This is an optimization exercise on Yosys and OpenROAD, whose aim is small area, not a production implementation. Function was checked by simulation only, so behaviour that the tests miss may differ from the original. No activity file was given, so power comes from the tool's default toggle rates.

==> design/flow/design.v <==
module subbytes#(
    parameter SBOX_WIDTH = 8,
    parameter SBOX_DEPTH = 256,
    parameter DATA_WIDTH = 16
)(
    input clk,
    input reset_n,
    input sbox_valid,
    input [SBOX_WIDTH-1:0] sbox_out,
    input tvalid,
    input [DATA_WIDTH-1:0] in,
    output reg valid,
    output reg [DATA_WIDTH-1:0] out
);
    localparam NUM_BYTES = DATA_WIDTH / 8;
    reg [7:0] index;                     
    reg sbox_ready;                      
    reg [8:0] wk;                        
    reg [7:0] t;                         
    wire load = sbox_valid && !sbox_ready;
    always @(posedge clk or negedge reset_n) begin
        if (!reset_n) begin
            index <= 0;
            sbox_ready <= 0;
        end else if (load) begin
            index <= index + 1;
            if (index == SBOX_DEPTH - 1) sbox_ready <= 1;
        end
    end
    reg [63:0] fq;
    wire [2:0] fw = t[2:0] + 3'd1 - index[2:0];    
    wire [63:0] fq_prev = {fq[55:0], fq[63:56]};
    wire [63:0] fq_next;
    wire pending = (wk != {sbox_ready, index});
    wire [7:0] d = t - wk[7:0];          
    wire ins = pending && (d[2:0] == 0);
    wire [7:0] ins_data = fq[7:0];
    always @(posedge clk or negedge reset_n) begin
        if (!reset_n) begin
            wk <= 0;
            t <= 0;
        end else begin
            t <= t + 1;
            if (ins) wk <= wk + 1;
        end
    end
    reg [2047:0] ring;
    wire [2047:0] ring_prev = {ring[2039:0], ring[2047:2040]};
    wire [2047:0] ring_next;
    genvar g, j, b;
    generate
        for (j = 0; j < 8; j = j + 1) begin : FQ
            wire sel = load && (fw == j);
            wire [7:0] x = (j % 2) ? sbox_out : ~sbox_out;
            for (b = 0; b < 8; b = b + 1) begin : BIT
                sb_ins u (.en(sel), .en_n(~sel), .x(x[b]), .q(fq_prev[8*j + b]),
                          .y(fq_next[8*j + b]));
            end
        end
    endgenerate
    always @(posedge clk) fq <= fq_next;
    generate
        for (j = 0; j < 32; j = j + 1) begin : SEG
            wire sel = ins && (d[7:3] == j);
            wire [7:0] x = (j % 2) ? ins_data : ~ins_data;
            for (b = 0; b < 8; b = b + 1) begin : BIT
                sb_ins u (.en(sel), .en_n(~sel), .x(x[b]), .q(ring_prev[64*j + b]),
                          .y(ring_next[64*j + b]));
            end
            assign ring_next[64*j + 8 +: 56] = ring_prev[64*j + 8 +: 56];
        end
    endgenerate
    always @(posedge clk) ring <= ring_next;
    wire [7:0] rd [0:NUM_BYTES-1];
    generate
        for (g = 0; g < NUM_BYTES; g = g + 1) begin : RD
            wire [7:0] a = in[g*8 +: 8];
            wire [7:0] st = t + ~a;
            wire fwd = !wk[8] && (a[7:3] == 5'h1f) && (a[2:0] >= wk[2:0]);
            wire [15:0] hi, lo;
            for (j = 0; j < 16; j = j + 1) begin : PD
                assign hi[j] = (st[7:4] == j) && !fwd;
                assign lo[j] = (st[3:0] == j);
            end
            wire [255:0] s = {hi[15]&lo[15], hi[15]&lo[14], hi[15]&lo[13], hi[15]&lo[12], hi[15]&lo[11], hi[15]&lo[10], hi[15]&lo[9], hi[15]&lo[8], hi[15]&lo[7], hi[15]&lo[6], hi[15]&lo[5], hi[15]&lo[4], hi[15]&lo[3], hi[15]&lo[2], hi[15]&lo[1], hi[15]&lo[0],
                              hi[14]&lo[15], hi[14]&lo[14], hi[14]&lo[13], hi[14]&lo[12], hi[14]&lo[11], hi[14]&lo[10], hi[14]&lo[9], hi[14]&lo[8], hi[14]&lo[7], hi[14]&lo[6], hi[14]&lo[5], hi[14]&lo[4], hi[14]&lo[3], hi[14]&lo[2], hi[14]&lo[1], hi[14]&lo[0],
                              hi[13]&lo[15], hi[13]&lo[14], hi[13]&lo[13], hi[13]&lo[12], hi[13]&lo[11], hi[13]&lo[10], hi[13]&lo[9], hi[13]&lo[8], hi[13]&lo[7], hi[13]&lo[6], hi[13]&lo[5], hi[13]&lo[4], hi[13]&lo[3], hi[13]&lo[2], hi[13]&lo[1], hi[13]&lo[0],
                              hi[12]&lo[15], hi[12]&lo[14], hi[12]&lo[13], hi[12]&lo[12], hi[12]&lo[11], hi[12]&lo[10], hi[12]&lo[9], hi[12]&lo[8], hi[12]&lo[7], hi[12]&lo[6], hi[12]&lo[5], hi[12]&lo[4], hi[12]&lo[3], hi[12]&lo[2], hi[12]&lo[1], hi[12]&lo[0],
                              hi[11]&lo[15], hi[11]&lo[14], hi[11]&lo[13], hi[11]&lo[12], hi[11]&lo[11], hi[11]&lo[10], hi[11]&lo[9], hi[11]&lo[8], hi[11]&lo[7], hi[11]&lo[6], hi[11]&lo[5], hi[11]&lo[4], hi[11]&lo[3], hi[11]&lo[2], hi[11]&lo[1], hi[11]&lo[0],
                              hi[10]&lo[15], hi[10]&lo[14], hi[10]&lo[13], hi[10]&lo[12], hi[10]&lo[11], hi[10]&lo[10], hi[10]&lo[9], hi[10]&lo[8], hi[10]&lo[7], hi[10]&lo[6], hi[10]&lo[5], hi[10]&lo[4], hi[10]&lo[3], hi[10]&lo[2], hi[10]&lo[1], hi[10]&lo[0],
                              hi[9]&lo[15], hi[9]&lo[14], hi[9]&lo[13], hi[9]&lo[12], hi[9]&lo[11], hi[9]&lo[10], hi[9]&lo[9], hi[9]&lo[8], hi[9]&lo[7], hi[9]&lo[6], hi[9]&lo[5], hi[9]&lo[4], hi[9]&lo[3], hi[9]&lo[2], hi[9]&lo[1], hi[9]&lo[0],
                              hi[8]&lo[15], hi[8]&lo[14], hi[8]&lo[13], hi[8]&lo[12], hi[8]&lo[11], hi[8]&lo[10], hi[8]&lo[9], hi[8]&lo[8], hi[8]&lo[7], hi[8]&lo[6], hi[8]&lo[5], hi[8]&lo[4], hi[8]&lo[3], hi[8]&lo[2], hi[8]&lo[1], hi[8]&lo[0],
                              hi[7]&lo[15], hi[7]&lo[14], hi[7]&lo[13], hi[7]&lo[12], hi[7]&lo[11], hi[7]&lo[10], hi[7]&lo[9], hi[7]&lo[8], hi[7]&lo[7], hi[7]&lo[6], hi[7]&lo[5], hi[7]&lo[4], hi[7]&lo[3], hi[7]&lo[2], hi[7]&lo[1], hi[7]&lo[0],
                              hi[6]&lo[15], hi[6]&lo[14], hi[6]&lo[13], hi[6]&lo[12], hi[6]&lo[11], hi[6]&lo[10], hi[6]&lo[9], hi[6]&lo[8], hi[6]&lo[7], hi[6]&lo[6], hi[6]&lo[5], hi[6]&lo[4], hi[6]&lo[3], hi[6]&lo[2], hi[6]&lo[1], hi[6]&lo[0],
                              hi[5]&lo[15], hi[5]&lo[14], hi[5]&lo[13], hi[5]&lo[12], hi[5]&lo[11], hi[5]&lo[10], hi[5]&lo[9], hi[5]&lo[8], hi[5]&lo[7], hi[5]&lo[6], hi[5]&lo[5], hi[5]&lo[4], hi[5]&lo[3], hi[5]&lo[2], hi[5]&lo[1], hi[5]&lo[0],
                              hi[4]&lo[15], hi[4]&lo[14], hi[4]&lo[13], hi[4]&lo[12], hi[4]&lo[11], hi[4]&lo[10], hi[4]&lo[9], hi[4]&lo[8], hi[4]&lo[7], hi[4]&lo[6], hi[4]&lo[5], hi[4]&lo[4], hi[4]&lo[3], hi[4]&lo[2], hi[4]&lo[1], hi[4]&lo[0],
                              hi[3]&lo[15], hi[3]&lo[14], hi[3]&lo[13], hi[3]&lo[12], hi[3]&lo[11], hi[3]&lo[10], hi[3]&lo[9], hi[3]&lo[8], hi[3]&lo[7], hi[3]&lo[6], hi[3]&lo[5], hi[3]&lo[4], hi[3]&lo[3], hi[3]&lo[2], hi[3]&lo[1], hi[3]&lo[0],
                              hi[2]&lo[15], hi[2]&lo[14], hi[2]&lo[13], hi[2]&lo[12], hi[2]&lo[11], hi[2]&lo[10], hi[2]&lo[9], hi[2]&lo[8], hi[2]&lo[7], hi[2]&lo[6], hi[2]&lo[5], hi[2]&lo[4], hi[2]&lo[3], hi[2]&lo[2], hi[2]&lo[1], hi[2]&lo[0],
                              hi[1]&lo[15], hi[1]&lo[14], hi[1]&lo[13], hi[1]&lo[12], hi[1]&lo[11], hi[1]&lo[10], hi[1]&lo[9], hi[1]&lo[8], hi[1]&lo[7], hi[1]&lo[6], hi[1]&lo[5], hi[1]&lo[4], hi[1]&lo[3], hi[1]&lo[2], hi[1]&lo[1], hi[1]&lo[0],
                              hi[0]&lo[15], hi[0]&lo[14], hi[0]&lo[13], hi[0]&lo[12], hi[0]&lo[11], hi[0]&lo[10], hi[0]&lo[9], hi[0]&lo[8], hi[0]&lo[7], hi[0]&lo[6], hi[0]&lo[5], hi[0]&lo[4], hi[0]&lo[3], hi[0]&lo[2], hi[0]&lo[1], hi[0]&lo[0]};
            wire [2:0] fa = st[2:0] + 3'd1;
            wire [7:0] fs;
            for (j = 0; j < 8; j = j + 1) begin : FS
                assign fs[j] = fwd && (fa == j);
            end
            for (b = 0; b < 8; b = b + 1) begin : BIT
                wire [127:0] tq, ts;
                wire [42:0] tn;          
                for (j = 0; j < 128; j = j + 1) begin : TQ
                    assign tq[j] = ring[64*(2*(j/8)) + 8*(j%8) + b];
                    assign ts[j] = s[8*(2*(j/8)) + (j%8)];
                end
                for (j = 0; j < 42; j = j + 1) begin : TA
                    sb_aoi3 u (.s0(ts[3*j]), .s1(ts[3*j+1]), .s2(ts[3*j+2]),
                               .m0(tq[3*j]), .m1(tq[3*j+1]), .m2(tq[3*j+2]), .y(tn[j]));
                end
                assign tn[42] = ~((ts[126] & tq[126]) | (ts[127] & tq[127]));
                wire [63:0] ip;          
                for (j = 0; j < 64; j = j + 1) begin : IA
                    sb_oai2 u (.sn0(~s[8*(2*(j/4)+1) + 2*(j%4)]), .sn1(~s[8*(2*(j/4)+1) + 2*(j%4) + 1]),
                               .q0(ring[64*(2*(j/4)+1) + 8*(2*(j%4)) + b]),
                               .q1(ring[64*(2*(j/4)+1) + 8*(2*(j%4)+1) + b]), .y(ip[j]));
                end
                wire [7:0] fv;
                for (j = 0; j < 8; j = j + 1) begin : FV
                    assign fv[j] = fs[j] & (fq[8*j + b] ^ (j % 2));
                end
                assign rd[g][b] = (|ip) | ~(&tn) | (|fv);
            end
        end
    endgenerate
    always @(posedge clk or negedge reset_n) begin
        if (!reset_n) begin
            valid <= 0;
            out <= 0;
        end else begin
            valid <= tvalid && sbox_ready;
            if (tvalid && sbox_ready)
                out <= {rd[1], rd[0]};
        end
    end
endmodule
module sb_aoi3(input s0, input s1, input s2, input m0, input m1, input m2, output y);
    assign y = ~((s0 & m0) | (s1 & m1) | (s2 & m2));
endmodule
module sb_oai2(input sn0, input sn1, input q0, input q1, output y);
    assign y = ~((sn0 | q0) & (sn1 | q1));
endmodule
module sb_ins(input en, input en_n, input x, input q, output y);
    assign y = ~((en | q) & (en_n | x));
endmodule
==> design/flow/run.sh <==
#!/bin/bash
# synth_recipe.tcl (not shown) runs the flow's synth.tcl, then flattens the netlist and writes it again
# the make line also repeats each setting of config.mk as NAME=value (left out here)
make -C /OpenROAD-flow-scripts/flow DESIGN_CONFIG=/design/flow/config.mk WORK_HOME=/design/flow/orfs CLKGATE_MAP_FILE= SYNTH_SCRIPT=/design/flow/synth_recipe.tcl finish
==> design/flow/config.mk <==
export PLATFORM = sky130hd
export DESIGN_NAME = subbytes
export DESIGN_NICKNAME = subbytes
export VERILOG_FILES = /design/flow/design.v
export SDC_FILE = /design/flow/constraint.sdc
export NUM_CORES = 4
export LEC_CHECK = 0
export CAP_MARGIN = 35
export CORE_MARGIN = 2
export CORE_UTILIZATION = 40
export CTS_CLUSTER_DIAMETER = 60
export CTS_CLUSTER_SIZE = 20
export PLACE_DENSITY = 0.5
export SLEW_MARGIN = 30
export SYNTH_HIERARCHICAL = 1
==> design/flow/constraint.sdc <==
create_clock -name core_clock -period 10.0 [get_ports {clk}]
set_input_delay 2.0000 -clock core_clock [delete_from_list [all_inputs] [get_ports {clk}]]
set_output_delay 2.0000 -clock core_clock [all_outputs]
set_load 0.01 [all_outputs]
==> results of run 1 <==
state kept, by name, summed over array words and instances (netlist names):
signal,cells
fq,64
index,8
out,16
ring,2048
sbox_ready,1
t,8
valid,1
wk,9
worst reg2reg max path, cell delays in order (launching register included):
cell and delay (ps):
dfrtp_1 540, ha_1 270, inv_1 70, fa_2 370, nor2b_1 140, o21ai_0 200, a2111oi_1 920, a211oi_4 260
buf_6 250, o2111ai_1 300, nor2_1 310, a222oi_1 760, buf_4 300, buf_6 160, nor4b_1 810, nand4_1 820
nor4_2 950, a41o_1 360, o21ai_0 120
Yosys stat by module, one instance, submodules excluded:
module / flops+latches / copies in the design
sb_oai2: 0 / 1024
sb_ins: 0 / 320
sb_aoi3: 0 / 672
subbytes: 2155 / 1
final cells by class:
class / instances / share of cell area
Antenna cell: 88 / 0.00268
Clock buffer: 186 / 0.0520
Clock inverter: 89 / 0.0127
Inverter: 65 / 0.00297
Multi-Input combinational cell: 3812 / 0.324
Sequential cell: 2155 / 0.528
Tap cell: 2325 / 0.0354
Timing Repair Buffer: 450 / 0.0420
per-layer routing:
| layer | global-route usage | up-vias | wire [microns] |
|---|---|---|---|
| li1 | - | 27000 | - |
| met1 | 0.593 | 34700 | 163000 |
| met2 | 0.720 | 6834 | 190000 |
| met3 | 0.206 | 1810 | 64900 |
| met4 | 0.446 | 40 | 52000 |
| met5 | 0.00376 | - | 341 |
Yosys cell counts, types with 6 or more instances:
cell type / instances / area [sq um]
nand2_1: 330 / 1240
o211ai_1: 8 / 60.1
ha_1: 33 / 413
mux2i_1: 17 / 170
and4b_1: 9 / 90.1
or4_1: 32 / 240
o21ai_0: 32 / 160
xor2_1: 26 / 228
nor4b_1: 49 / 429
a2111oi_4: 6 / 165
mux2_2: 16 / 180
a21o_1: 6 / 45.0
xnor2_1: 29 / 254
and4_1: 12 / 105
nor3_1: 118 / 591
nand4b_1: 9 / 78.8
nand4_1: 203 / 1270
dfrtp_1: 43 / 1080
mux4_2: 10 / 225
a22oi_1: 8 / 60.1
inv_1: 64 / 240
o2111ai_1: 16 / 140
a21oi_1: 24 / 120
a2111oi_0: 6 / 52.6
clkbuf_1: 96 / 360
nor2b_1: 10 / 62.6
a211oi_1: 7 / 52.6
or3_1: 23 / 144
o22ai_1: 1349 / 8440
dfxtp_1: 2112 / 42300
a222oi_1: 673 / 6740
nand3_1: 90 / 450
nor2_1: 333 / 1250
nor4_1: 229 / 1430
o32ai_1: 6 / 52.6
nand2b_1: 18 / 113
and3_1: 10 / 62.6
cell usage in the layout, fill, tap and decap left out, types with 13 or more instances in the layout:
cell / count
nor4_2: 47
nand4_1: 203
o22ai_2: 24
buf_2: 35
clkbuf_1: 15
nor3_2: 20
nor3_1: 98
ha_1: 33
clkinv_8: 13
dfrtp_1: 43
diode_2: 88
o2111ai_1: 15
a222oi_1: 673
or4_1: 32
a21oi_1: 23
nand3_1: 88
clkinv_2: 13
buf_4: 347
o21ai_0: 30
nand2_1: 327
o22ai_1: 1323
clkdlybuf4s50_1: 43
nor4b_1: 41
clkbuf_16: 165
nor4_1: 178
inv_8: 14
xnor2_1: 26
dfxtp_1: 2112
nand2b_1: 17
nor2_1: 319
mux2_2: 16
inv_1: 63
mux2i_1: 17
or3_1: 23
xor2_1: 23
inv_6: 25
power by group:
part | internal, uW | total [uW] | switching (uW)
registers | 9270 | 10000 | 756
clock network | 3380 | 6950 | 3570
logic | 651 | 2650 | 2000
through the flow:
stage	cells	area, sq um	setup TNS, ps
after floorplan	6134	69700	0
after global placement	8717	75400	-506
after detailed placement	8782	76200	0
after CTS	9057	81500	0
after global routing	9111	81900	0
final	9170	82100	0
worst max path at each step:
stage | startpoint | to | slack [ps] | cells past startpoint
2_1_floorplan | in[8] | out[15]$_DFFE_PN0P_ | 3700 | 18
3_3_place_gp | in[8] | out[9]$_DFFE_PN0P_ | -510 | 17
3_5_place_dp | in[8] | out[9]$_DFFE_PN0P_ | 650 | 20
4_1_cts | in[8] | out[9]$_DFFE_PN0P_ | 1520 | 20
5_1_grt | in[8] | out[9]$_DFFE_PN0P_ | 1350 | 20
6_report | in[8] | out[9]$_DFFE_PN0P_ | 860 | 20
kinds of logic (layout without fill, tap and decap cells):
logic type / count (synthesis) / after routing
muxes: 43 / 43
DFF: 2155 / 2155
buffers and inverters: 167 / 790
and+or+nand+nor: 1488 / 1488
AOI/OAI and AO/OA: 2191 / 2191
adders and majority gates: 35 / 35
xor gates and xnor gates: 55 / 55
other: 0 / 88
==> impl_results.md, run 1 <==
- Status: finished clean
- Reg-to-Reg End: out[9]$_DFFE_PN0P_
- CTS Buf Count: approximately 160
- Max_slew headroom: 0.153
- Final hold slack: about 350 ps
- CTS tree: built
- Final hold vios: 0
- Clock Sinks: approximately 2200
- Later-pin clock latency in the skew report: 890 ps
- Synth Area in Adders: 0.00650
- Register-to-Register Path Depth: 18
- First-pass GRT wire length: between 600000 and 700000 microns
- Critical path's top delay family: simple AND/OR/NAND/NOR gates
- Synthesized area per cell: 11.4 sq um
- Register area share after synthesis: 0.622
- Mapped Cells: ~6000
- FF/Latch Area: 0.0434 sq mm
- Post-CTS Resized: 0
- Worst-Margin Slew: approximately 1300 ps
- Post-synth EDFFs: 0
- Slowest CP cell: nor4_2
- Worst Hold End: ring[2033]$_DFF_P_
- Crit-path cells: clkdlybuf4s50_1, inv_1, ha_1, inv_1, fa_2, nor2b_1, o21ai_0, a2111oi_1, a211oi_4, buf_6, o2111ai_1, nor2_1, a222oi_1, buf_4, buf_6, nor4b_1, nand4_1, nor4_2, a41o_1, o21ai_0
- Hold Crit Start: ring[2025]$_DFF_P_
- # Post-CTS Setup Buffers: 0
- Die W: 421 microns
- Worst min path class: flip-flop to flip-flop
- Post-synthesis compound-gate area fraction: 0.237
- Max-cap viol count: 0
- Routed WL: approximately 470000 microns
- Final setup viols: 0
- Simple-Gate Fraction of Synth Area: 0.110
- Mapped cell area: 0.0697 sq mm
- Distinct cell type count after synthesis: 74
- Multi-input combinational cell area: 0.0266 sq mm
- Root Driver: clkbuf_16
- CP Buf/Inv Count: 6
- Core area: roughly 0.17 sq mm
- Synth Flop Type: dfxtp_1
- Fin crit share: 0.914
- FF+latch count, synth: ~2200
- Crit. End Element: flip-flop
- CP Class: primary input to flip-flop
- Layout fillers: around 16000
- R2r setup slk: roughly 1900 ps
- Clk buf depth: 3
- Share of cells above drive strength 1: 0.126
- Placer Congestion: 1.17
- Max Fclk: around 0.11 GHz
- Initial Utilization: 0.402
- Hold depth: 0
- Fin. max-slew vios: 0
- Ys async rst share: 0.0200
- H-Tree Depth: 4
- PD cells: 239 mW/mm^2
- Io pins: 45
- Post-DP HPWL: approximately 370000 microns
- CP Max Fanout: 8
- Post-Place Setup Slack: 653 ps
- Initial antenna violation count: 93
- First-pass iteration count of the detailed router: 11
- Final core occ: 0.473
- Min Clock Period, post-route: 9140 ps
- Routed len/inst: 51.3 microns
- Largest family of logic cells by synthesized area: compound AO/OA/AOI/OAI gates
- PortBufs: 44
- Clock transition at path regs: about 90 ps
- Worst setup SP type: primary input
- Final Total Pwr: roughly 20000 uW
- XOR/XNOR share of the synthesized area: 0.00691
- Arr. time, crit path: 9850 ps
- CTS Hold Buffers Added: 0
- Routed vias/inst: roughly 7.7
- Fin worst setup slack: roughly 860 ps
- RSZ-0062 raised after global routing: no
- Via count: 70300
- Layout area overhead: 17.8%
- Ys Warns: 7
- Die H: 421 microns
- P_leak: approximately 0.029 uW
- Final Skew: about 33 ps
- Number of global-route vias before repair: ~63000
- # rows: approximately 150
- R2r startpoint: t[0]$_DFF_PN0_
- VDD IR max: slightly below 0.2 mV
- Post-DRT Antenna Nets: 0
- Mux share of post-synthesis cell area: 0.00826
- First DRT Iteration DRCs: about 16000
- Nets: about 6700
- Required @ worst endpoint: ~11000 ps
- Synthesized Nets: a little over 6000
- Largest net degree at the start of global routing: 44
- DIE AREA: ~0.18 sq mm
- CP max stage delay: about 940 ps
- Global route overflow: 0
- GRT Util Overall: 0.509
- DRC: 0
==> run 2, diff against run 1 <==
--- a/design/flow/config.mk
+++ b/design/flow/config.mk
@@ -8,8 +8,6 @@
 export CAP_MARGIN = 35
 export CORE_MARGIN = 2
 export CORE_UTILIZATION = 40
-export CTS_CLUSTER_DIAMETER = 60
-export CTS_CLUSTER_SIZE = 20
 export PLACE_DENSITY = 0.5
 export SLEW_MARGIN = 30
 export SYNTH_HIERARCHICAL = 1
==> run 2 against run 1 <==
Effect of this change:
- the layout now fails its checks (max-capacitance violations, max-slew violations)
- cell count increased by 1.3%
- count of clock-buffer cells in the layout grew 108
- via count increased by 0.33%
- clock power rose by 26%
- non-clock buffer count rose by 4
- global-route usage rose by 0.067 points
- fmax grew 1.3%
- combinational power about the same
- critical endpoint unchanged
- largest cell class unchanged
- highest routed layer unchanged
==> impl_results.md, run 2 <==
- Worst-Margin Slew: between 1500 and 2000 ps
- First-pass GRT wire length: around 610000 microns
- Io pins: 45
- Final Skew: around 37 ps
- Status: failed layout checks
- Crit. End Element: flip-flop
- Initial antenna violation count: 100
- Synthesized area per cell: between 10 and 15 sq um
- Die W: approximately 420 microns
- Root Driver: clkbuf_16
- Mapped cell area: roughly 0.070 sq mm
- CTS Hold Buffers Added: 0
- Fin crit share: 0.902
- Worst min path class: flip-flop to flip-flop
- Via count: about 71000
- FF+latch count, synth: roughly 2200
- Die H: between 400 and 500 microns
- Reg-to-Reg End: out[9]$_DFFE_PN0P_
- Initial Utilization: 0.402
- Worst Hold End: ring[2033]$_DFF_P_
- # Post-CTS Setup Buffers: 0
- Global route overflow: 0
- R2r setup slk: roughly 2000 ps
- Hold Crit Start: ring[2025]$_DFF_P_
- Top-count cell post-synth: dfxtp_1
- H-Tree Depth: 4
- Ys Warns: 7
- CTS Buf Count: 220
- VDD IR max: about 0.24 mV
- Violated Checks: max-capacitance violations, max-slew violations
- Min Clock Period, post-route: roughly 9000 ps
- Largest net degree at the start of global routing: 44
- Layout area overhead: 21.0%
- DRC: 0
- Register-to-Register Path Depth: 18
- Fin. max-slew vios: 2
- Max reg flops: 2048
- Later-pin clock latency in the skew report: 910 ps
- PortBufs: 44
- First DRT Iteration DRCs: approximately 17000
- Final setup viols: 0
- GRT Util Overall: 0.510
- Most flops, register: ring
- Clock Sinks: 2155
- R2r startpoint: t[0]$_DFF_PN0_
- Yosys top cell area share: 0.607
- First-pass iteration count of the detailed router: 14
- Number of global-route vias before repair: approximately 63000
- P_leak: just over 0.03 uW
- Cell taking the most area after synthesis: dfxtp_1
- Commonest cells post-synth: 2112 x dfxtp_1, 1349 x o22ai_1, 673 x a222oi_1
- Nets: between 6000 and 7000
- Ys async rst share: 0.0200
- Total Neg Setup Slack: 0 ps
- Final Total Pwr: approximately 21000 uW
- Hold depth: 0
- Routed vias/inst: around 7.6
- Placer Congestion: 1.17
- RSZ-0062 raised after global routing: no
- Register area share after synthesis: 0.622
- Synthesized Nets: 6197
- # rows: about 150
- CTS tree: built
- Max_slew headroom: -0.164
- Post-DRT Antenna Nets: 0
- Core area: 0.173 sq mm
- Post-synth EDFFs: 0
- Routed len/inst: just over 50 microns
- Required @ worst endpoint: 10750 ps
- Max Fclk: 0.111 GHz
- Distinct cell type count after synthesis: 74
- Max-cap viol count: 1
- Share of cells above drive strength 1: 0.139
- Final hold vios: 0
- Synth Flop Type: dfxtp_1
- Routed WL: roughly 470000 microns
- DIE AREA: 0.178 sq mm
- Mapped Cells: just over 6000
- Post-CTS Resized: 0
- Commonest non-fill, non-tap cell in the layout: dfxtp_1
- Area contributors post-synth: dfxtp_1 61%, o22ai_1 12%, a222oi_1 9.7%
- Post-DP HPWL: around 370000 microns
- CP Class: primary input to flip-flop
- PD cells: ~250 mW/mm^2
- Arr. time, crit path: about 9800 ps
- Worst setup SP type: primary input
- CP Max Fanout: 8
- Clock transition at path regs: 70 ps
- Clk buf depth: 3
- Regs by FF count: ring (2048), fq (64), out (16)
- Most frequent cells in the layout: 2112 x dfxtp_1, 1324 x o22ai_1, 673 x a222oi_1
==> run 2: changes by cell type in the layout (fill, tap and decap cells not counted), sizes merged, moves of 8 or more <==
cell | before | now
clkinv | 34 | 67
bufinv | 8 | 23
clkbuf | 197 | 306
diode | 88 | 74
clkinvlp | 8 | 16
inv | 104 | 71
==> run 2: per-layer routing <==
| layer | global-route usage | routed length (microns) | up-vias |
|---|---|---|---|
| met4 | 0.455 | 53300 | 42 |
| li1 | - | - | 27200 |
| met2 | 0.717 | 188000 | 6792 |
| met5 | 0.00484 | 345 | - |
| met1 | 0.593 | 163000 | 34800 |
| met3 | 0.209 | 66500 | 1825 |
==> run 2: worst max path at each step <==
stage	startpoint	slack (ps)	end
after global placement	in[8]	-510	out[9]$_DFFE_PN0P_
after detailed placement	in[8]	650	out[9]$_DFFE_PN0P_
final	in[8]	980	out[9]$_DFFE_PN0P_
after global routing	in[8]	1380	out[9]$_DFFE_PN0P_
after floorplan	in[8]	3700	out[15]$_DFFE_PN0P_
after CTS	in[8]	1550	out[9]$_DFFE_PN0P_
==> run 2: where the power goes <==
group / internal (uW) / total (uW) / switching (uW) / leakage, uW
combinational: 669 / 2670 / 2000 / 0.00901
clock: 4950 / 8730 / 3780 / 0.00369
sequential: 9280 / 10000 / 749 / 0.0179
total: 14900 / 21400 / 6530 / 0.0306
==> run 2: area by class of cell <==
type / instances / area [sq um]
Clock inverter: 112 / 1350
Timing Repair Buffer: 454 / 3520
Clock buffer: 294 / 6190
Sequential cell: 2155 / 43400
Antenna cell: 74 / 185
Inverter: 65 / 244
Tap cell: 2325 / 2910
Fill cell: 16000 / 89100
Multi-Input combinational cell: 3812 / 26600
==> run 2: critical path, stage by stage <==
cell	delay, ps
clkdlybuf4s50_1	420
inv_1	110
ha_1	200
inv_1	70
fa_2	370
nor2b_1	140
o21ai_0	200
a2111oi_1	910
a211oi_4	260
buf_6	240
o2111ai_2	260
nor2_1	310
a222oi_1	760
buf_4	290
buf_6	150
nor4b_1	750
nand4_1	810
nor4_2	990
a41o_1	370
o21ai_0	110
==> run 2: cell families (layout without fill, tap and decap cells) <==
| family | count (synthesis) | after routing | share of synthesized area |
|---|---|---|---|
| AOI/OAI and AO/OA | 2191 | 2191 | 0.237 |
| DFF | 2155 | 2155 | 0.622 |
| and+or+nand+nor | 1488 | 1488 | 0.110 |
| buffers and inverters | 167 | 925 | 0.00903 |
| xor gates and xnor gates | 55 | 55 | 0.00691 |
| muxes | 43 | 43 | 0.00826 |
| adders and majority gates | 35 | 35 | 0.00650 |
| other | 0 | 74 | 0 |
==> run 2: metrics by stage <==
| step | instances | hold slack (ps) | cell area (sq um) | setup WS [ps] | utilization |
|---|---|---|---|---|---|
| after floorplan | 6134 | 348 | 69700 | 3700 | - |
| after global placement | 8717 | 351 | 75400 | -506 | 0.435 |
| after detailed placement | 8782 | 355 | 76200 | 653 | 0.439 |
| after CTS | 9188 | 350 | 83700 | 1550 | 0.483 |
| after global routing | 9246 | 360 | 84200 | 1380 | 0.486 |
| final | 9291 | 352 | 84300 | 980 | 0.486 |
==> run 2: modules after synthesis, one instance, submodules excluded <==
module,times used,cells inside,cell area [sq um],flops+latches
subbytes,1,4118,54500,2155
sb_aoi3,672,1,10.0,0
sb_oai2,1024,1,6.26,0
sb_ins,320,1,6.26,0
==> run 3, diff against run 2 <==
--- a/design/flow/config.mk
+++ b/design/flow/config.mk
@@ -6,8 +6,12 @@
 export NUM_CORES = 4
 export LEC_CHECK = 0
 export CAP_MARGIN = 35
+export CELL_PAD_IN_SITES_DETAIL_PLACEMENT = 1
+export CELL_PAD_IN_SITES_GLOBAL_PLACEMENT = 2
 export CORE_MARGIN = 2
-export CORE_UTILIZATION = 40
-export PLACE_DENSITY = 0.5
+export CORE_UTILIZATION = 45
+export CTS_CLUSTER_DIAMETER = 60
+export CTS_CLUSTER_SIZE = 20
+export PLACE_DENSITY = 0.55
 export SLEW_MARGIN = 30
 export SYNTH_HIERARCHICAL = 1
==> run 3 against run 2 <==
Effect of this change:
- critical endpoint is now out[14]$_DFFE_PN0P_
- largest cell class unchanged
- sequential power barely moved
- the run now finishes clean
- sequential cell count unchanged
- wire length down 2.4%
- first-iteration DRC count decreased by 11%
- combinational power fell by 3%
- clock skew rose by 20 ps
==> impl_results.md, run 3 <==
- Distinct cell type count after synthesis: 74
- Post-CTS Resized: 0
- Initial Utilization: 0.453
- Io pins: 45
- Routed WL: 460000 microns
- Die H: about 400 microns
- Placer Congestion: ~1.2
- H-Tree Depth: 4
- Root Driver: clkbuf_16
- Commonest non-fill, non-tap cell in the layout: dfxtp_1
- Crit. End Element: flip-flop
- First-pass iteration count of the detailed router: 13
- Number of global-route vias before repair: 66000
- RSZ-0062 raised after global routing: no
- GRT Util Overall: 0.560
- CTS tree: built
- First-pass GRT wire length: between 500000 and 600000 microns
- Synthesized Nets: 6197
- Fin. max-slew vios: 0
- Regs by FF count: ring (2048), fq (64), out (16)
- Register-to-Register Path Depth: 17
- Yosys top cell area share: 0.607
- Via count: 70700
- Top-count cell post-synth: dfxtp_1
- Fin worst setup slack: between 1000 and 1500 ps
- First DRT Iteration DRCs: 14700
- Initial antenna violation count: just over 80
- Mapped cell area: between 0.06 and 0.07 sq mm
- Most flops, register: ring
- Post-synth EDFFs: 0
- Hold depth: 0
- PortBufs: 44
- Die W: slightly below 400 microns
- P_leak: between 0.02 and 0.03 uW
- Most frequent cells in the layout: 2112 x dfxtp_1, 1329 x o22ai_1, 673 x a222oi_1
- VDD IR max: around 0.30 mV
- Crit path from: in[12]
- Post-DRT Antenna Nets: 0
- Synth Flop Type: dfxtp_1
- Clock Sinks: between 2000 and 2500
- Ys async rst share: 0.0200
- Post-Place Setup Slack: between 900 and 1000 ps
- Share of cells above drive strength 1: 0.119
- Worst setup SP type: primary input
- Post-DP HPWL: about 360000 microns
- PD cells: roughly 240 mW/mm^2
- # rows: roughly 140
- Worst-Margin Slew: roughly 1200 ps
- Reg-to-Reg End: out[8]$_DFFE_PN0P_
- Final Skew: around 57 ps
- Arr. time, crit path: about 9400 ps
- Final Instance Count excl. Fillers: just under 9000
- R2r setup slk: 2410 ps
- Core area: roughly 0.15 sq mm
- Required @ worst endpoint: 10690 ps
- Mapped Cells: between 6000 and 7000
- CTS Hold Buffers Added: 0
- Worst Setup EP: out[14]$_DFFE_PN0P_
- R2r startpoint: t[0]$_DFF_PN0_
- Nets: 6650
- Fin crit share: 0.865
- FF+latch count, synth: 2155
- Routed vias/inst: 8.01
- CTS Buf Count: about 160
- Max reg flops: 2048
- CP Max Fanout: 8
- Final core occ: 0.529
- Commonest cells post-synth: 2112 x dfxtp_1, 1349 x o22ai_1, 673 x a222oi_1
- Register area share after synthesis: 0.622
- Status: finished clean
- Area contributors post-synth: dfxtp_1 61%, o22ai_1 12%, a222oi_1 9.7%
- Final hold vios: 0
- Max-cap viol count: 0
- DRC: 0
- Max Fclk: 0.116 GHz
- Worst min path class: flip-flop to flip-flop
- CP Class: primary input to flip-flop
- Synthesized area per cell: 11.4 sq um
- Later-pin clock latency in the skew report: 870 ps
- Routed len/inst: around 52 microns
- Clk buf depth: 3
- Largest net degree at the start of global routing: 44
- DIE AREA: about 0.16 sq mm
- # Post-CTS Setup Buffers: 0
- Cell taking the most area after synthesis: dfxtp_1
- Min Clock Period, post-route: ~8700 ps
- Clock transition at path regs: about 90 ps
- Total Neg Setup Slack: 0 ps
- Global route overflow: 0
- Layout area overhead: 16.8%
- Ys Warns: 7
- Final setup viols: 0
- Placed cells: ~8400
- Max_slew headroom: 0.188
[run 3: cell counts after synthesis]
Identical to the previous run, type by type.
[run 3: per-layer routing]
metal,global-route usage,share of wire
met3,0.248,0.15
met5,0.00393,0.00070
met4,0.532,0.12
met2,0.778,0.39
met1,0.635,0.33
[run 3: metrics by stage]
stage | power, uW | hold WS, ps | area [sq um]
after floorplan | 10800 | 348 | 69700
after global placement | 12300 | 352 | 74700
after detailed placement | 12400 | 357 | 75500
after CTS | 19100 | 333 | 80800
after global routing | 19700 | 342 | 81300
final | 19500 | 342 | 81400
[run 3: cell families (layout without fill, tap and decap cells)]
group / Yosys count / count (layout) / synth area share
DFF: 2155 / 2155 / 0.622
buffers and inverters: 167 / 731 / 0.00903
AOI/OAI and AO/OA: 2191 / 2191 / 0.237
and+or+nand+nor: 1488 / 1488 / 0.110
xor gates and xnor gates: 55 / 55 / 0.00691
muxes: 43 / 43 / 0.00826
adders and majority gates: 35 / 35 / 0.00650
other: 0 / 82 / 0
[run 3: worst max-delay path, stage by stage]
cell and delay [ps]:
clkdlybuf4s50_1 520, inv_1 70, ha_1 330, and2_1 180
a221o_1 350, o21ai_0 690, nand3_2 620, nand4_1 800
nor2_1 340, a222oi_1 740, buf_4 300, buf_6 160
nor4b_2 690, buf_6 260, nand4_1 100, or4_1 730
o32ai_1 300, o21ai_0 120
[run 3: final cells by class]
cell class / instances / area (sq um)
multi-input cells: 3812 / 26600
well taps: 2044 / 2560
clock buffers: 178 / 4140
flip-flops and latches: 2155 / 43400
inverters: 65 / 244
fillers: 16100 / 72500
repair buffers: 396 / 3070
diodes: 82 / 205
clock inverters: 92 / 1190
[run 3: worst min-delay path by stage]
stage                  startpoint                 end  slack (ps)
2_1_floorplan  ring[1968]$_DFF_P_  ring[1976]$_DFF_P_         350
3_3_place_gp     ring[10]$_DFF_P_    ring[18]$_DFF_P_         350
3_5_place_dp    ring[309]$_DFF_P_   ring[317]$_DFF_P_         360
4_1_cts        ring[1553]$_DFF_P_  ring[1561]$_DFF_P_         330
5_1_grt        ring[1553]$_DFF_P_  ring[1561]$_DFF_P_         340
6_report       ring[2024]$_DFF_P_  ring[2032]$_DFF_P_         340
[run 3: per-module statistics from Yosys (local to each module, per instance)]
module / times used / flops+latches / area [sq um] / cells inside
sb_ins: 320 / 0 / 6.26 / 1
sb_oai2: 1024 / 0 / 6.26 / 1
subbytes: 1 / 2155 / 54500 / 4118
sb_aoi3: 672 / 0 / 10.0 / 1
[run 3: report_power, final]
group	switching, uW	internal [uW]	total (uW)
combinational	1930	649	2580
sequential	727	9270	9990
clock	3610	3350	6960
==> run 4, diff against run 3 <==
--- a/design/flow/config.mk
+++ b/design/flow/config.mk
@@ -10,8 +10,8 @@
 export CELL_PAD_IN_SITES_GLOBAL_PLACEMENT = 2
 export CORE_MARGIN = 2
 export CORE_UTILIZATION = 45
-export CTS_CLUSTER_DIAMETER = 60
-export CTS_CLUSTER_SIZE = 20
+export CTS_CLUSTER_DIAMETER = 70
+export CTS_CLUSTER_SIZE = 22
 export PLACE_DENSITY = 0.55
 export SLEW_MARGIN = 30
 export SYNTH_HIERARCHICAL = 1
==> run 4 against run 3 <==
Effect of this change:
- still clean
- critical path depth did not move
- sequential power barely moved
- global-route usage fell by 0.13 points
- count of clock-buffer cells in the layout fell by 13
- via count rose by 0.18%
==> impl_results.md, run 4 <==
- Top-count cell post-synth: dfxtp_1
- FF+latch count, synth: 2155
- Post-DRT Antenna Nets: 0
- Clock Sinks: approximately 2200
- Number of global-route vias before repair: ~65000
- First-pass GRT wire length: around 600000 microns
- Placer Congestion: approximately 1.2
- # rows: ~140
- Switching share of power: 0.316
- # Post-CTS Setup Buffers: 0
- CTS Hold Buffers Added: 0
- Arr. time, crit path: roughly 9400 ps
- Fin crit share: 0.870
- Post-CTS Resized: 0
- DRC: 0
- Die W: a little under 400 microns
- First-pass iteration count of the detailed router: 14
- Min Clock Period, post-route: between 8000 and 9000 ps
- Regs by FF count: ring (2048), fq (64), out (16)
- Max_slew headroom: 0.194
- P_leak: ~0.029 uW
- Placed cell area: approximately 0.075 sq mm
- Fin. max-slew vios: 0
- Routed vias/inst: ~8.1
- Final hold vios: 0
- Final setup viols: 0
- Synthesized Nets: just over 6000
- Worst setup SP type: primary input
- Worst min path class: flip-flop to flip-flop
- Core area: between 0.15 and 0.2 sq mm
- Most frequent cells in the layout: 2112 x dfxtp_1, 1329 x o22ai_1, 673 x a222oi_1
- CTS Buf Count: roughly 140
- Synth Flop Type: dfxtp_1
- Max Fclk: between 0.1 and 0.15 GHz
- Worst-Margin Slew: 1210 ps
- Yosys top cell area share: 0.607
- Global route overflow: 0
- Distinct cell type count after synthesis: 74
- PD cells: 236 mW/mm^2
- Final core occ: 0.525
- Die H: slightly below 400 microns
- Most flops, register: ring
- Io pins: between 40 and 50
- Clock transition at path regs: roughly 100 ps
- Commonest non-fill, non-tap cell in the layout: dfxtp_1
- Routed WL: about 460000 microns
- Ys async rst share: 0.0200
- PortBufs: 44
- Ys Warns: 7
- Clock power share: 0.341
- Layout area overhead: 15.9%
- First DRT Iteration DRCs: between 15000 and 20000
- Share of cells above drive strength 1: 0.114
- Mapped Cells: 6134
- Largest net degree at the start of global routing: 44
- Post-synth EDFFs: 0
- Max-cap viol count: 0
- Post-Place Setup Slack: about 900 ps
- Initial antenna violation count: between 80 and 90
- Post-Layout Inst Area: slightly above 0.08 sq mm
- Crit. End Element: flip-flop
- H-Tree Depth: 4
- DIE AREA: approximately 0.16 sq mm
- Clk buf depth: 3
- Area contributors post-synth: dfxtp_1 61%, o22ai_1 12%, a222oi_1 9.7%
- VDD IR max: between 0.2 and 0.25 mV
- Post-DP HPWL: between 300000 and 400000 microns
- Comb pwr share: 0.136
- Internal power: between 10000 and 15000 uW
- Later-pin clock latency in the skew report: 850 ps
- Root Driver: clkbuf_16
- Via count: ~71000
- Seq pwr share: 0.523
- Routed len/inst: 52.2 microns
- Mapped cell area: ~0.070 sq mm
- Initial Utilization: 0.453
- RSZ-0062 raised after global routing: no
- Nets: roughly 6600
- CP Class: primary input to flip-flop
- Commonest cells post-synth: 2112 x dfxtp_1, 1349 x o22ai_1, 673 x a222oi_1
- Synthesized area per cell: approximately 11 sq um
- Required @ worst endpoint: 10680 ps
- Final Skew: 42.2 ps
- Cell taking the most area after synthesis: dfxtp_1
- P_sw: between 6000 and 7000 uW
- Max reg flops: about 2000
- Final hold slack: 350 ps
- R2r setup slk: 2420 ps
- Status: finished clean
- GRT Util Overall: 0.559
- CTS tree: built
- Fin worst setup slack: ~1300 ps
- Register area share after synthesis: 0.622
- CP Max Fanout: 8
run 4: cells by family after synthesis:
group	count (synthesis)	share of synthesized area
AOI/OAI and AO/OA	2191	0.237
xor gates and xnor gates	55	0.00691
and+or+nand+nor	1488	0.110
muxes	43	0.00826
adders and majority gates	35	0.00650
DFF	2155	0.622
buffers and inverters	167	0.00903
run 4: final timing paths:
path,startpoint,endpoint,cells past startpoint
max,in[12],out[14]$_DFFE_PN0P_,18
max in group asynchronous,reset_n,out[12]$_DFFE_PN0P_,2
min in group asynchronous,reset_n,out[0]$_DFFE_PN0P_,2
min,ring[432]$_DFF_P_,ring[440]$_DFF_P_,0
max reg2reg,t[0]$_DFF_PN0_,out[8]$_DFFE_PN0P_,18
min reg2reg,ring[432]$_DFF_P_,ring[440]$_DFF_P_,0
run 4: area by class of cell:
type | count | area [sq um]
well taps | 2044 | 2560
fillers | 16100 | 73100
inverters | 65 | 244
clock buffers | 165 | 3890
clock inverters | 64 | 845
flip-flops and latches | 2155 | 43400
diodes | 90 | 225
multi-input cells | 3812 | 26600
repair buffers | 398 | 3090
run 4: critical path, cell delays in order:
cell             delay (ps)
clkdlybuf4s50_1         520
inv_1                    70
ha_1                    330
and2_1                  180
a221o_1                 350
o21ai_0                 710
nand3_2                 620
nand4_1                 790
nor2_1                  340
a222oi_1                750
buf_4                   290
buf_6                   150
nor4b_2                 670
buf_6                   250
nand4_1                  90
or4_1                   750
o32ai_1                 320
o21ai_0                 130
run 4: Yosys stat by module, one instance, submodules excluded:
module,cells,flip-flops and latches
sb_aoi3,1,0
sb_ins,1,0
sb_oai2,1,0
subbytes,4118,2155
run 4: per-layer routing:
layer	track usage	vias to the layer above	part of all wire
met3	0.230	1910	0.14
met1	0.643	35300	0.34
met2	0.780	6696	0.40
met5	0.00757	-	0.00035
met4	0.527	24	0.12
li1	-	26800	-
run 4: stage by stage:
stage / power, uW / TNS [ps] / std cells
2_1_floorplan: 10800 / 0 / 6134
3_3_place_gp: 12300 / -1690 / 8385
3_5_place_dp: 12400 / 0 / 8442
4_1_cts: 18700 / 0 / 8671
5_1_grt: 19200 / 0 / 8740
6_report: 19100 / 0 / 8793
run 4: power by group through the flow:
stage               Sequential [uW]  Combinational, uW  Clock, uW
finish                        10000               2590       6510
global route                  10000               2470       6720
CTS                            9950               2300       6400
detailed placement            10100               2290          0
global placement              10100               2210          0
floorplan                      9860                980          0
==> run 5, diff against run 4 <==
--- a/design/flow/config.mk
+++ b/design/flow/config.mk
@@ -9,9 +9,9 @@
 export CELL_PAD_IN_SITES_DETAIL_PLACEMENT = 1
 export CELL_PAD_IN_SITES_GLOBAL_PLACEMENT = 2
 export CORE_MARGIN = 2
-export CORE_UTILIZATION = 45
+export CORE_UTILIZATION = 50
 export CTS_CLUSTER_DIAMETER = 70
 export CTS_CLUSTER_SIZE = 22
-export PLACE_DENSITY = 0.55
+export PLACE_DENSITY = 0.6
 export SLEW_MARGIN = 30
 export SYNTH_HIERARCHICAL = 1
==> run 5 against run 4 <==
Effect of this change:
- critical path type unchanged
- critical path depth is 1 higher
- wire length is 3.2% lower
- largest cell class unchanged
- utilization is 5.3 points higher
- power is 1.9% lower
- via count is 2.2% higher
- still clean
==> impl_results.md, run 5 <==
- # Post-CTS Setup Buffers: 0
- P_leak: roughly 0.029 uW
- Synthesized area per cell: ~11 sq um
- Layout area overhead: 14.4%
- Clock Sinks: 2155
- CTS Hold Buffers Added: 0
- Number of global-route vias before repair: around 67000
- Status: finished clean
- FF+latch count, synth: between 2000 and 2500
- Routed WL: 444000 microns
- Final Skew: 27.7 ps
- CP Class: primary input to flip-flop
- Worst-Margin Slew: approximately 1300 ps
- Internal power: roughly 13000 uW
- Arr. time, crit path: 9300 ps
- Synthesized Nets: approximately 6200
- VDD IR max: about 0.32 mV
- Fin crit share: 0.859
- Share of cells above drive strength 1: 0.108
- Cell taking the most area after synthesis: dfxtp_1
- Routed len/inst: ~52 microns
- Global route overflow: 0
- Max_slew headroom: 0.111
- CP Max Fanout: 8
- Io pins: 45
- Final core occ: 0.579
- Post-DRT Antenna Nets: 0
- Initial antenna violation count: 94
- Synth Flop Type: dfxtp_1
- Top-count cell post-synth: dfxtp_1
- Comb pwr share: 0.140
- Clk buf depth: 3
- Post-CTS Resized: 0
- Clock transition at path regs: approximately 100 ps
- Most flops, register: ring
- Yosys top cell area share: 0.607
- CTS tree: built
- DRC: 0
- Die H: 377 microns
- H-Tree Depth: 4
- Clock power share: 0.326
- Initial Utilization: 0.506
- Area contributors post-synth: dfxtp_1 61%, o22ai_1 12%, a222oi_1 9.7%
- Commonest cells post-synth: 2112 x dfxtp_1, 1349 x o22ai_1, 673 x a222oi_1
- P_sw: 6030 uW
- Nets: about 6600
- Mapped cell area: between 0.06 and 0.07 sq mm
- First DRT Iteration DRCs: 17700
- Placer Congestion: between 1 and 1.5
- Worst setup SP type: primary input
- Min Clock Period, post-route: approximately 8600 ps
- Regs by FF count: ring (2048), fq (64), out (16)
- # rows: roughly 140
- Later-pin clock latency in the skew report: 860 ps
- Required @ worst endpoint: ~11000 ps
- PortBufs: 44
- Max reg flops: a little over 2000
- Max Fclk: ~0.12 GHz
- PD cells: roughly 240 mW/mm^2
- Ys async rst share: 0.0200
- Die W: 377 microns
- Most frequent cells in the layout: 2112 x dfxtp_1, 1334 x o22ai_1, 673 x a222oi_1
- DIE AREA: about 0.14 sq mm
- First-pass GRT wire length: about 600000 microns
- First-pass iteration count of the detailed router: 15
- Post-synth EDFFs: 0
- Switching share of power: 0.322
- Ys Warns: 7
- Commonest non-fill, non-tap cell in the layout: dfxtp_1
- GRT Util Overall: 0.603
- Largest net degree at the start of global routing: 44
- Distinct cell type count after synthesis: 74
- RSZ-0062 raised after global routing: no
- Final hold vios: 0
- Core area: 0.138 sq mm
- Mapped Cells: 6134
- Register area share after synthesis: 0.622
- Crit. End Element: flip-flop
- CTS Buf Count: 134
- Seq pwr share: 0.534
- Worst min path class: flip-flop to flip-flop
- Root Driver: clkbuf_16
- Final setup viols: 0
- Total Neg Setup Slack: 0 ps
- Max-cap viol count: 0
- Via count: between 70000 and 80000
- Fin. max-slew vios: 0
- Layout fillers: ~14000
- Post-DP HPWL: ~340000 microns
- Routed vias/inst: around 8.5
[run 5: cell counts after synthesis]
No cell type changed its count.
[run 5: cell type report]
class                      count  area, sq um  share of cell area
sequential                  2155        43400               0.544
multi-input combinational   3812        26500               0.332
clock buffer                 158         3680              0.0462
timing repair buffer         378         2900              0.0364
tap                         1794         2240              0.0281
clock inverter                60          666             0.00835
inverter                      65          244             0.00306
antenna                       73          183             0.00229
[run 5: power by group through the flow]
stage	combinational [uW]	clock, uW	sequential, uW
after floorplan	980	0	9860
after detailed placement	2290	0	10100
after global placement	2220	0	10100
final	2630	6120	10000
after global routing	2460	6320	10000
after CTS	2310	5980	9940
[run 5: Yosys stat by module (local to each module, per instance)]
module    times used  cell area, sq um  flip-flops and latches  cells inside
sb_aoi3          672              10.0                       0             1
sb_ins           320              6.26                       0             1
sb_oai2         1024              6.26                       0             1
subbytes           1             54500                    2155          4118
[run 5: final timing paths]
kind	startpoint	end	slack (ps)	depth (start not counted)
max reg2reg	t[0]$_DFF_PN0_	out[10]$_DFFE_PN0P_	2410	17
max	in[8]	out[10]$_DFFE_PN0P_	1410	19
min	ring[144]$_DFF_P_	ring[152]$_DFF_P_	350	0
min reg2reg	ring[144]$_DFF_P_	ring[152]$_DFF_P_	350	0
max in group asynchronous	reset_n	wk[7]$_DFFE_PN0P_	8210	2
min in group asynchronous	reset_n	index[0]$_DFFE_PN0P_	1290	2
[run 5: metrics by stage]
step / hold WS [ps] / setup slack, ps / area, sq um / total power [uW] / std cells
final: 355 / 1410 / 79700 / 18800 / 8495
after global routing: 360 / 1730 / 79600 / 18800 / 8440
after CTS: 352 / 1710 / 79200 / 18200 / 8389
after detailed placement: 357 / 911 / 74800 / 12400 / 8171
after global placement: 351 / -270 / 74100 / 12300 / 8115
after floorplan: 348 / 3700 / 69700 / 10800 / 6134
[run 5: layer usage]
| layer | wire length [microns] | GRT usage | vias up |
|---|---|---|---|
| met4 | 57500 | 0.585 | 58 |
| li1 | - | - | 26700 |
| met2 | 169000 | 0.812 | 7830 |
| met5 | 1600 | 0.0686 | - |
| met1 | 140000 | 0.643 | 35200 |
| met3 | 76300 | 0.346 | 2560 |
[run 5: worst max-delay path, cell delays in order]
cell and delay, ps:
clkdlybuf4s50_1 410, inv_1 110, ha_1 200, inv_1 70, fa_2 370, nor2b_1 120, o21ai_0 180, a2111oi_1 920
a211o_1 610, buf_8 250, buf_4 180, a2111oi_4 90, nand2_1 370, o22ai_1 340, nor4_1 690, nand4_1 1030
or4_1 830, o32ai_1 330, o21ai_0 160
[run 5: logic make-up after synthesis]
| logic type | count (synthesis) | synth area share |
|---|---|---|
| flops | 2155 | 0.622 |
| simple gates | 1488 | 0.110 |
| fa+ha+maj | 35 | 0.00650 |
| mux | 43 | 0.00826 |
| xor+xnor | 55 | 0.00691 |
| buf+inv | 167 | 0.00903 |
| compound gates | 2191 | 0.237 |
==> run 6, diff against run 5 <==
--- a/design/flow/config.mk
+++ b/design/flow/config.mk
@@ -9,9 +9,9 @@
 export CELL_PAD_IN_SITES_DETAIL_PLACEMENT = 1
 export CELL_PAD_IN_SITES_GLOBAL_PLACEMENT = 2
 export CORE_MARGIN = 2
-export CORE_UTILIZATION = 50
-export CTS_CLUSTER_DIAMETER = 70
-export CTS_CLUSTER_SIZE = 22
-export PLACE_DENSITY = 0.6
+export CORE_UTILIZATION = 45
+export CTS_CLUSTER_DIAMETER = 80
+export CTS_CLUSTER_SIZE = 25
+export PLACE_DENSITY = 0.55
 export SLEW_MARGIN = 30
 export SYNTH_HIERARCHICAL = 1
==> run 6 against run 5 <==
Effect of this change:
- still clean on timing, DRC and antenna
- first-iteration DRC count decreased by 15%
- sequential power about the same
- cell count increased by 2.9%
- hold slack got worse by 5.3 ps
- utilization decreased by 6.0 points
- die area increased by 11%
- non-clock buffer count increased by 16
- global-route usage decreased by 4.7 points
- critical endpoint is now out[14]$_DFFE_PN0P_
- largest cell class unchanged
==> impl_results.md, run 6 <==
- Ys Warns: 7
- Core area: approximately 0.15 sq mm
- Crit-path cells: clkdlybuf4s50_1, inv_1, ha_1, and2_1, a221o_1, o21ai_0, nand3_2, nand4_1, nor2_1, a222oi_1, buf_4, buf_6, nor4b_2, buf_6, nand4_1, or4_1, o32ai_1, o21ai_0
- Final Instance Count excl. Fillers: 8744
- Arr. time, crit path: approximately 9500 ps
- Mapped Cells: around 6100
- Status: finished clean
- Die W: 398 microns
- P_leak: roughly 0.028 uW
- Share of cells above drive strength 1: 0.108
- Final Skew: around 42 ps
- Fin worst setup slack: between 1000 and 1500 ps
- Post-CTS Resized: 0
- R2r startpoint: t[0]$_DFF_PN0_
- Synthesized Nets: around 6200
- # Post-CTS Setup Buffers: 0
- R2r setup slk: between 2000 and 2500 ps
- PD cells: about 230 mW/mm^2
- Critical path's top delay family: simple AND/OR/NAND/NOR gates
- Min Clock Period, post-route: slightly below 9000 ps
- Commonest cells post-synth: 2112 x dfxtp_1, 1349 x o22ai_1, 673 x a222oi_1
- Top-count cell post-synth: dfxtp_1
- Commonest non-fill, non-tap cell in the layout: dfxtp_1
- Post-Layout Inst Area: around 0.08 sq mm
- CP Buf/Inv Count: 5
- Root Driver: clkbuf_16
- Worst-Margin Slew: approximately 1200 ps
- Placer Congestion: 1.20
- Slowest CP cell: nand4_1
- Post-Place Setup Slack: 905 ps
- CTS tree: built
- Distinct cell type count after synthesis: 74
- DIE AREA: approximately 0.16 sq mm
- Io pins: 45
- Fin crit share: 0.883
- CP Depth: 18
- Later-pin clock latency in the skew report: about 830 ps
- Register-to-Register Path Depth: 17
- Ys async rst share: 0.0200
- CTS Hold Buffers Added: 0
- Required @ worst endpoint: about 11000 ps
- Yosys top cell area share: 0.607
- CP Class: primary input to flip-flop
- Die H: roughly 400 microns
- Layout area overhead: 14.4%
- CTS Buf Count: around 110
- Regs by FF count: ring (2048), fq (64), out (16)
- DRC: 0
- Worst setup SP type: primary input
- Placed cell area: ~0.075 sq mm
- Cell taking the most area after synthesis: dfxtp_1
- Clk buf depth: 3
- RSZ-0062 raised after global routing: no
- Clock transition at path regs: ~100 ps
- Worst Setup EP: out[14]$_DFFE_PN0P_
- CP Max Fanout: 8
- Post-DRT Antenna Nets: 0
- Nets: 6604
- Total Neg Setup Slack: 0 ps
- Synth Flop Type: dfxtp_1
- Initial Utilization: 0.453
- Most frequent cells in the layout: 2112 x dfxtp_1, 1326 x o22ai_1, 673 x a222oi_1
- Most flops, register: ring
- Global route overflow: 0
- First-pass GRT wire length: a little under 600000 microns
- H-Tree Depth: 3
- Register area share after synthesis: 0.622
- Routed len/inst: 52.3 microns
- Routed vias/inst: between 8 and 9
- Initial antenna violation count: a little over 80
- Max Fclk: 0.113 GHz
- First-pass iteration count of the detailed router: 12
- Max-cap viol count: 0
- Fin. max-slew vios: 0
- Final Total Pwr: around 18000 uW
- Placed cells: 8442
- PortBufs: 44
- VDD IR max: 0.235 mV
- Via count: 70100
- Final setup viols: 0
- Max_slew headroom: 0.182
- Post-DP HPWL: approximately 360000 microns
- FF+latch count, synth: about 2200
- Number of global-route vias before repair: about 65000
- CP max stage delay: 820 ps
- Clock Sinks: ~2200
- Routed WL: about 460000 microns
- Crit. End Element: flip-flop
- # rows: 144
- Crit path from: in[12]
- Mapped cell area: between 0.06 and 0.07 sq mm
- GRT Util Overall: 0.555
- Area contributors post-synth: dfxtp_1 61%, o22ai_1 12%, a222oi_1 9.7%
- Synthesized area per cell: approximately 11 sq um
- Max reg flops: slightly above 2000
- First DRT Iteration DRCs: roughly 15000
- Largest net degree at the start of global routing: 44
- Final hold vios: 0
- Post-synth EDFFs: 0
- Reg-to-Reg End: out[8]$_DFFE_PN0P_
- Worst min path class: flip-flop to flip-flop
==> run 6: cell counts after synthesis <==
No cell type changed its count.
==> run 6: power breakdown <==
part	leakage [uW]	total [uW]	switching [uW]	internal [uW]
logic	0.00875	2560	1920	645
clock network	0.00182	5620	3240	2390
registers	0.0179	10000	733	9270
==> run 6: area by class of cell <==
cell class	count	area, sq um
Antenna cell	96	240
Clock buffer	122	2910
Clock inverter	56	785
Fill cell	16200	74100
Inverter	65	244
Multi-Input combinational cell	3812	26600
Sequential cell	2155	43400
Tap cell	2044	2560
Timing Repair Buffer	394	3040
==> run 6: per-layer routing <==
metal	up-vias	global-route usage	share of wire
li1	26700	-	-
met1	34900	0.641	0.34
met2	6539	0.777	0.40
met3	1901	0.228	0.14
met4	46	0.513	0.12
met5	-	0.0103	0.0016
==> run 6: worst min-delay path by stage <==
stage	start	to	slack (ps)	cells after the start
after floorplan	ring[1968]$_DFF_P_	ring[1976]$_DFF_P_	350	0
after global placement	ring[10]$_DFF_P_	ring[18]$_DFF_P_	350	0
after detailed placement	ring[309]$_DFF_P_	ring[317]$_DFF_P_	360	0
after CTS	ring[277]$_DFF_P_	ring[285]$_DFF_P_	350	0
after global routing	ring[276]$_DFF_P_	ring[284]$_DFF_P_	360	0
final	ring[469]$_DFF_P_	ring[477]$_DFF_P_	350	0
==> run 6: modules after synthesis, one instance, submodules excluded <==
module	times used	flops+latches
sb_oai2	1024	0
sb_aoi3	672	0
sb_ins	320	0
subbytes	1	2155
==> run 6: worst reg2reg max path, cell delays in order (launching register included) <==
cell       delay [ps]
dfrtp_1           590
ha_1              270
inv_1              70
fa_2              370
nor2b_1           110
o21ai_0           160
a2111oi_1         790
a211o_1           780
a21oi_1           470
nand3_1           420
o22ai_1           190
nor4_1            720
nand4_1           580
buf_4             310
or4_1             520
or4_1             630
o32ai_1           320
o21ai_0           180
==> run 6: through the flow <==
| step | util | hold WS, ps |
|---|---|---|
| after floorplan | - | 348 |
| after global placement | 0.485 | 352 |
| after detailed placement | 0.490 | 357 |
| after CTS | 0.514 | 346 |
| after global routing | 0.517 | 359 |
| final | 0.518 | 350 |
==> run 6: logic make-up after synthesis <==
kind of cell             Yosys count  share of synthesized area
XOR/XNOR                          55                    0.00691
AND/OR/NAND/NOR                 1488                      0.110
adder cells (fa/ha/maj)           35                    0.00650
flip-flops                      2155                      0.622
buffers and inverters            167                    0.00903
AO/OA/AOI/OAI                   2191                      0.237
multiplexers                      43                    0.00826

==> separate check: timing with driven ports <==
No port has a modelled driver above. Below, the same layouts with a new extraction and two added sets of constraints. Step 1 assumes that a clkbuf_16 drives the clock port and a buf_2 every other input. Step 2 times the ports against the registers' clock, not the clock port: input delays grow and output delays shrink by t, the midpoint of the rising clock arrivals with the driver on. Slacks: no drivers / after step 1 / after step 2; pairs: no drivers / after step 1.
| run | t, ns | slack for setup (ns) | worst setup path after step 2 |
|---|---|---|---|
| run 1 | 0.961 | 0.861 / 0.926 / -0.035 | input to register |
| run 2 | 0.990 | 0.980 / 1.048 / 0.058 | input to register |
| run 3 | 0.936 | 1.347 / 1.414 / 0.478 | input to register |
| run 4 | 0.929 | 1.299 / 1.375 / 0.445 | input to register |
| run 5 | 0.932 | 1.409 / 1.477 / 0.544 | input to register |
| run 6 | 0.899 | 1.173 / 1.241 / 0.342 | input to register |
With both steps, setup timing fails in run 1, where it was met with ideal ports. For run 2, which loses most, drivers alone change the setup slack by +0.068 ns; drivers and shift together by -0.922 ns.
